Background: an optimization exercise with open tools, aiming at small area. Do not read the settings as production practice. Only simulation tests tie the RTL to the original design; equivalence was not proved. No activity file was given, so power comes from the tool's default toggle rates. The clock port is modelled as an ideal driver; clocking choices that lean on that would not hold on a real chip.

==> flow/design.v (excerpt) <==
module multiplier #(
    parameter LOGDEPTH = 6,
    parameter WIDTH = 32
) (
    input  logic                    clk,
    input  logic                    rst,
    input  logic                    EN_mult,
    output logic                    EN_writeMem,
    output logic [LOGDEPTH-1:0]     writeMem_addr,
    input  logic [16-1:0]           mult_input0,
    input  logic [16-1:0]           mult_input1,
    output logic [WIDTH-1:0]        writeMem_val,
    output logic                    RDY_mult,
    input  logic                    EN_blockRead,
    output logic                    VALID_memVal,
    output logic [WIDTH-1:0]        memVal_data,
    output logic                    EN_readMem,
    output logic [LOGDEPTH-1:0]     readMem_addr,
    input  logic [WIDTH-1:0]        readMem_val
);
For scale: ~1100 cells after synthesis, roughly 150 I/O pins, ~14000 µm² of cells after synthesis.
Settings: LEC_CHECK=0, CAP_MARGIN=20, CORE_MARGIN=2, CORE_UTILIZATION=70, GPL_TIMING_DRIVEN=0, SETUP_SLACK_MARGIN=0.1, SLEW_MARGIN=20, SYNTH_HIERARCHICAL=1, SYNTH_MINIMUM_KEEP_SIZE=0; clock period 4.0 ns.
standard.sh (not shown) runs the stock make flow with config.mk's settings and CLKGATE_MAP_FILE= SYNTH_SCRIPT=/design/flow/synth_recipe.tcl, a recipe that flattens the netlist after the stock synthesis.
==> flow/flow/run.sh <==
#!/bin/bash
# The standard layout (the standard.sh, which runs ORFS) with these changes:
#  - the port buffers are buf_1 cells (buffer_ports picks a larger delay cell by default);
#  - clock tree synthesis inserts no dummy loads and uses the clock buffers and
#    sink clusters given in CTS_ARGS;
#  - the other ORFS settings given below.
# Each tool run writes its full output to its own log in this folder.
set -euo pipefail
ARGS=(
  BUFFER_PORTS_ARGS="-buffer_cell sky130_fd_sc_hd__buf_1"
  CTS_ARGS="-sink_clustering_enable -repair_clock_nets -dont_use_dummy_load -buf_list {sky130_fd_sc_hd__clkbuf_16} -sink_clustering_size 33 -sink_clustering_max_diameter 100"
  REMOVE_ABC_BUFFERS=1
)
bash standard.sh "${ARGS[@]}" floorplan > standard_floorplan.log 2>&1
ODB_FILE=orfs/results/sky130hd/multiplier/base/2_floorplan.odb REG_MASTER=sky130_fd_sc_hd__dfxtp_2 \
  openroad -no_init -exit flow/upsize_regs.tcl > upsize_regs.log 2>&1
bash standard.sh "${ARGS[@]}" finish > standard.log 2>&1
==> flow/flow/upsize_regs.tcl <==
set odb_file $::env(ODB_FILE)
read_db $odb_file
set db [ord::get_db]
set block [ord::get_db_block]
set big [$db findMaster $::env(REG_MASTER)]
set n 0
foreach inst [$block getInsts] {
  set name [string map {\\ {}} [$inst getName]]
  if {[[$inst getMaster] getName] ne "sky130_fd_sc_hd__dfxtp_1"} { continue }
  if {[regexp {^[ab]_q\[7\]\[[0-9]+\]} $name]} {
    $inst swapMaster $big
    incr n
  }
}
puts "upsized $n registers to $::env(REG_MASTER)"
write_db $odb_file
Then changed:
==> flow/flow/run.sh (replaced) <==
#!/bin/bash
# The standard layout (the standard.sh) with these changes:
#  - the port buffers are buf_1 cells (buffer_ports picks a larger delay cell by default);
#  - clock tree synthesis inserts no dummy loads and uses the buffers and sink
#    clusters given below;
#  - other ORFS settings as given below.
set -euo pipefail
bash standard.sh \
  BUFFER_PORTS_ARGS="-buffer_cell sky130_fd_sc_hd__buf_1" \
  CTS_ARGS="-sink_clustering_enable -repair_clock_nets -dont_use_dummy_load -buf_list {sky130_fd_sc_hd__clkbuf_8} -sink_clustering_size 20 -sink_clustering_max_diameter 80" \
  REMOVE_ABC_BUFFERS=1 RECOVER_POWER=100 \
  finish > standard.log 2>&1
CORE_UTILIZATION = 65   (was 70)
GPL_TIMING_DRIVEN = not set   (was 0)
SETUP_SLACK_MARGIN = not set   (was 0.1)
removed: flow/flow/upsize_regs.tcl
=>
- The changed run passed the timing, DRC and antenna checks
- final cell count climbs by a few percent
- worst setup slack degrades by 74 ps
- final area increases slightly
- sequential power goes down slightly
- routed wire length increases slightly
Then changed:
==> flow/flow/run.sh (replaced) <==
#!/bin/bash
# The standard layout (the standard.sh, which runs ORFS) with these changes:
#  - the port buffers are buf_1 cells (buffer_ports picks a larger delay cell by default);
#  - clock tree synthesis inserts no dummy loads and uses the clock buffers and
#    sink clusters given in CTS_ARGS;
#  - the other ORFS settings given below.
# Each make run writes its full output to its own log in this folder.
set -euo pipefail
ARGS=(
  BUFFER_PORTS_ARGS="-buffer_cell sky130_fd_sc_hd__buf_1"
  CTS_ARGS="-sink_clustering_enable -repair_clock_nets -dont_use_dummy_load -buf_list {sky130_fd_sc_hd__clkbuf_16} -sink_clustering_size 30 -sink_clustering_max_diameter 100"
  REMOVE_ABC_BUFFERS=1 RECOVER_POWER=100
)
bash standard.sh "${ARGS[@]}" finish > standard.log 2>&1
CORE_UTILIZATION = 80   (was 65)
GPL_TIMING_DRIVEN = 0   (was not set)
SETUP_SLACK_MARGIN = 0.1   (was not set)
With this change the flow completed and failed the layout checks on negative setup slack.
Setup slack degrades by 210 ps.
Clock-buffer cell count drops by 7.
Wire length climbs by about 20%.
Critical path depth drops by 1.
Sequential power climbs by about 1%.
Cell area drops by about 1.9%.
Then changed:
==> flow/run.sh (new file) <==
#!/bin/bash
# synth_recipe.tcl (not shown) runs the flow's synth.tcl, then flattens the netlist and writes it again
# the make line also repeats each setting of config.mk as NAME=value (left out here)
make -C /OpenROAD-flow-scripts/flow DESIGN_CONFIG=/design/flow/config.mk WORK_HOME=/design/flow/orfs CLKGATE_MAP_FILE= SYNTH_SCRIPT=/design/flow/synth_recipe.tcl finish
CORE_UTILIZATION = 40   (was 80)
GPL_TIMING_DRIVEN = not set   (was 0)
SETUP_SLACK_MARGIN = not set   (was 0.1)
removed: flow/flow/run.sh
removed: flow/standard.sh
Now the flow ran to the end with no violations.
Non-clock buffer count rises by 48.
Wire length goes down by about a fifth.
Area after synthesis stays the same.
Die area increases by well over a third.
Utilization went down by 36 points.

## run 1
multiplier again, from the RTL that the note above started with.
Settings: LEC_CHECK=0, CAP_MARGIN=20, CORE_MARGIN=2, CORE_UTILIZATION=65, SLEW_MARGIN=20, SYNTH_HIERARCHICAL=1, SYNTH_MINIMUM_KEEP_SIZE=0; clock period 4.0 ns.
==> flow/flow/run.sh <==
#!/bin/bash
# The standard layout (the standard.sh), with two changes:
#  - the port buffers are buf_1 cells (buffer_ports picks a larger delay cell by default);
#  - clock tree synthesis inserts no dummy loads.
set -euo pipefail
bash standard.sh \
  BUFFER_PORTS_ARGS="-buffer_cell sky130_fd_sc_hd__buf_1" \
  CTS_ARGS="-sink_clustering_enable -repair_clock_nets -dont_use_dummy_load" \
  finish > standard.log 2>&1
The following lists how run 2 was set up differently from run 1:
==> flow/flow/run.sh <==
#!/bin/bash
# The standard layout (the standard.sh, which runs ORFS) with these changes:
#  - the port buffers are buf_1 cells (buffer_ports picks a larger delay cell by default);
#  - clock tree synthesis inserts no dummy loads and uses the clock buffers and
#    sink clusters given in CTS_ARGS;
#  - the other ORFS settings given below.
# Each make run writes its full output to its own log in this folder.
set -euo pipefail
ARGS=(
  BUFFER_PORTS_ARGS="-buffer_cell sky130_fd_sc_hd__buf_1"
  CTS_ARGS="-sink_clustering_enable -repair_clock_nets -dont_use_dummy_load -root_buf sky130_fd_sc_hd__clkbuf_8 -buf_list {sky130_fd_sc_hd__clkbuf_4} -sink_clustering_size 11 -sink_clustering_max_diameter 45"
  REMOVE_ABC_BUFFERS=1
)
bash standard.sh "${ARGS[@]}" finish > standard.log 2>&1
diff --git a/flow/config.mk b/flow/config.mk
--- a/flow/config.mk
+++ b/flow/config.mk
@@ -10 +10,3 @@
-export CORE_UTILIZATION = 65
+export CORE_UTILIZATION = 70
+export GPL_TIMING_DRIVEN = 0
+export SETUP_SLACK_MARGIN = 0.1
For the overall global routing resource usage, run 2 came in 0.37 points higher than run 1 did.
Final-layout clock-cell area share delta for run 2 relative to run 1: 3.4 points lower
In the reports for run 2 and run 1, the smaller design area belongs to run 2.
Run 2 vs run 1: wire length of the first global-routing pass down slightly
Compared with run 1, in run 2 number of signal-net buffers in the layout -about 34%, peak supply drop decreased 10%, layout overhead on the synthesized area fell by 6.0 points, setup slack now smaller.
Hold slack sits lower in run 2 than in run 1.
### run 2 -> run 3
diff --git a/flow/flow/run.sh b/flow/flow/run.sh
--- a/flow/flow/run.sh
+++ b/flow/flow/run.sh
@@ -7 +7 @@
-# Each make run writes its full output to its own log in this folder.
+# Each tool run writes its full output to its own log in this folder.
@@ -11 +11 @@
-  CTS_ARGS="-sink_clustering_enable -repair_clock_nets -dont_use_dummy_load -root_buf sky130_fd_sc_hd__clkbuf_8 -buf_list {sky130_fd_sc_hd__clkbuf_4} -sink_clustering_size 11 -sink_clustering_max_diameter 45"
+  CTS_ARGS="-sink_clustering_enable -repair_clock_nets -dont_use_dummy_load -buf_list {sky130_fd_sc_hd__clkbuf_16} -sink_clustering_size 30 -sink_clustering_max_diameter 100"
@@ -13,0 +14,3 @@
+bash standard.sh "${ARGS[@]}" floorplan > standard_floorplan.log 2>&1
+ODB_FILE=orfs/results/sky130hd/multiplier/base/2_floorplan.odb REG_MASTER=sky130_fd_sc_hd__dfxtp_2 \
+  openroad -no_init -exit flow/upsize_regs.tcl > upsize_regs.log 2>&1
==> flow/flow/upsize_regs.tcl (new file) <==
set odb_file $::env(ODB_FILE)
read_db $odb_file
set db [ord::get_db]
set block [ord::get_db_block]
set big [$db findMaster $::env(REG_MASTER)]
set n 0
foreach inst [$block getInsts] {
  set name [string map {\\ {}} [$inst getName]]
  if {[[$inst getMaster] getName] ne "sky130_fd_sc_hd__dfxtp_1"} { continue }
  if {[regexp {^[ab]_q\[7\]\[[0-9]+\]} $name]} {
    $inst swapMaster $big
    incr n
  }
}
puts "upsized $n registers to $::env(REG_MASTER)"
write_db $odb_file
diff --git a/flow/config.mk b/flow/config.mk
--- a/flow/config.mk
+++ b/flow/config.mk
@@ -10 +10 @@
-export CORE_UTILIZATION = 70
+export CORE_UTILIZATION = 80
[summary]
Of the two values seen for highest metal layer used by the detailed router, met5 was produced by run 2 and met4 by run 3.
Run 3 vs. run 2: number of nets in the finished design now smaller, clock share of power now larger, power density of the placed cells now larger, core occupancy in the finished layout now larger, post-route cell area comparable.
| via count | lower: run 2 |
From run 2 to run 3 the numbers moved as follows: power dissipated in sequential cells saw little to no change; portion of the layout cell area used by clock cells rose by 0.25 points; mean post-synth cell area roughly the same.
Run 3 vs run 2, critical path capture point: mq_32 vs mq_30
### run 3 -> run 4
diff --git a/flow/flow/run.sh b/flow/flow/run.sh
--- a/flow/flow/run.sh
+++ b/flow/flow/run.sh
@@ -11 +11 @@
-  CTS_ARGS="-sink_clustering_enable -repair_clock_nets -dont_use_dummy_load -buf_list {sky130_fd_sc_hd__clkbuf_16} -sink_clustering_size 30 -sink_clustering_max_diameter 100"
+  CTS_ARGS="-sink_clustering_enable -repair_clock_nets -dont_use_dummy_load -buf_list {sky130_fd_sc_hd__clkbuf_16} -sink_clustering_size 36 -sink_clustering_max_diameter 110"
diff --git a/flow/config.mk b/flow/config.mk
--- a/flow/config.mk
+++ b/flow/config.mk
@@ -10 +10 @@
-export CORE_UTILIZATION = 80
+export CORE_UTILIZATION = 70
--- outcome ---
Total half-perimeter wirelength after legalization and detailed placement (run 4 vs. run 3) decreases by a little under 10%. The share of total power consumed by net switching in run 4 sits 0.66 points below the value recorded for run 3. Number of vias in the routed layout in run 4 vs run 3: down about 6.5%. Of run 4 and run 3, run 4 shows the lower proportion of power drawn by the clock network, with run 3 above it. Any difference in routability-driven placement congestion ratio between run 3 and run 4 is small enough to ignore.
What run 5 does differently from run 4 at the input level:
==> flow/flow/run.sh <==
#!/bin/bash
# The standard layout (the standard.sh, which runs ORFS) with these changes:
#  - the port buffers are buf_1 cells (buffer_ports picks a larger delay cell by default);
#  - clock tree synthesis inserts no dummy loads and uses the clock buffers and
#    sink clusters given in CTS_ARGS;
#  - the other ORFS settings given below.
# Each make run writes its full output to its own log in this folder.
set -euo pipefail
ARGS=(
  BUFFER_PORTS_ARGS="-buffer_cell sky130_fd_sc_hd__buf_1"
  CTS_ARGS="-sink_clustering_enable -repair_clock_nets -dont_use_dummy_load -buf_list {sky130_fd_sc_hd__clkbuf_16} -sink_clustering_size 30 -sink_clustering_max_diameter 100"
  REMOVE_ABC_BUFFERS=1 RECOVER_POWER=100
)
bash standard.sh "${ARGS[@]}" finish > standard.log 2>&1
diff --git a/flow/config.mk b/flow/config.mk
--- a/flow/config.mk
+++ b/flow/config.mk
@@ -7,0 +8 @@
+export ABC_AREA = 1
@@ -10 +11 @@
-export CORE_UTILIZATION = 70
+export CORE_UTILIZATION = 80
@@ -12 +12,0 @@
-export SETUP_SLACK_MARGIN = 0.1
removed: flow/flow/upsize_regs.tcl
Findings:
- Run 5 vs run 4, slowest library cell on the worst path: dfxtp_1 vs dfxtp_2
- Sort run 4 and run 5 by sequential share of layout area desc -> top: run 4
- Wire: run 5 routes more than run 4
- Delta (run 5 minus run 4): area after synthesis higher; worst setup slack lower.

-- what the ideal ports hide --
The results above use ideal ports. As a check the final layouts listed here were re-extracted and re-timed, cells and wires unchanged.
Step 1 sets driving cells, clkbuf_16 on the clock port and buf_2 on the other inputs (assumed; they add their load-dependent delay and slew).
Step 2 adds t to the input delays and takes it off the output delays; t is the mean of the earliest and latest rising clock arrival at the registers after step 1. Input paths then give back, and output paths get back, about the clock's delay inside the block.
a / b / c = no drivers / after step 1 / after step 2; a / b = the first two.
run	t (ns)	slack for setup (ns)	hold slack, ns	worst data-port slew with drivers (ns)
the first run of note 1	0.530	0.281 / 0.281 / 0.281	0.301 / 0.301 / 0.301	0.11
the second run of note 1	0.585	0.207 / 0.207 / 0.207	0.318 / 0.306 / 0.318	0.12
the third run of note 1	0.539	-0.006 / -0.006 / -0.006	0.326 / 0.326 / 0.326	0.11
the fourth run of note 1	0.564	0.285 / 0.285 / 0.285	0.312 / 0.312 / 0.312	0.08
run 1	0.538	0.351 / 0.351 / 0.351	0.315 / 0.315 / 0.315	0.08
run 2	0.539	0.194 / 0.194 / 0.194	0.248 / 0.248 / 0.248	0.11
run 3	0.544	0.190 / 0.190 / 0.190	0.313 / 0.313 / 0.313	0.11
run 4	0.535	0.238 / 0.238 / 0.238	0.327 / 0.327 / 0.327	0.10
run 5	0.546	0.123 / 0.123 / 0.123	0.323 / 0.323 / 0.323	0.11
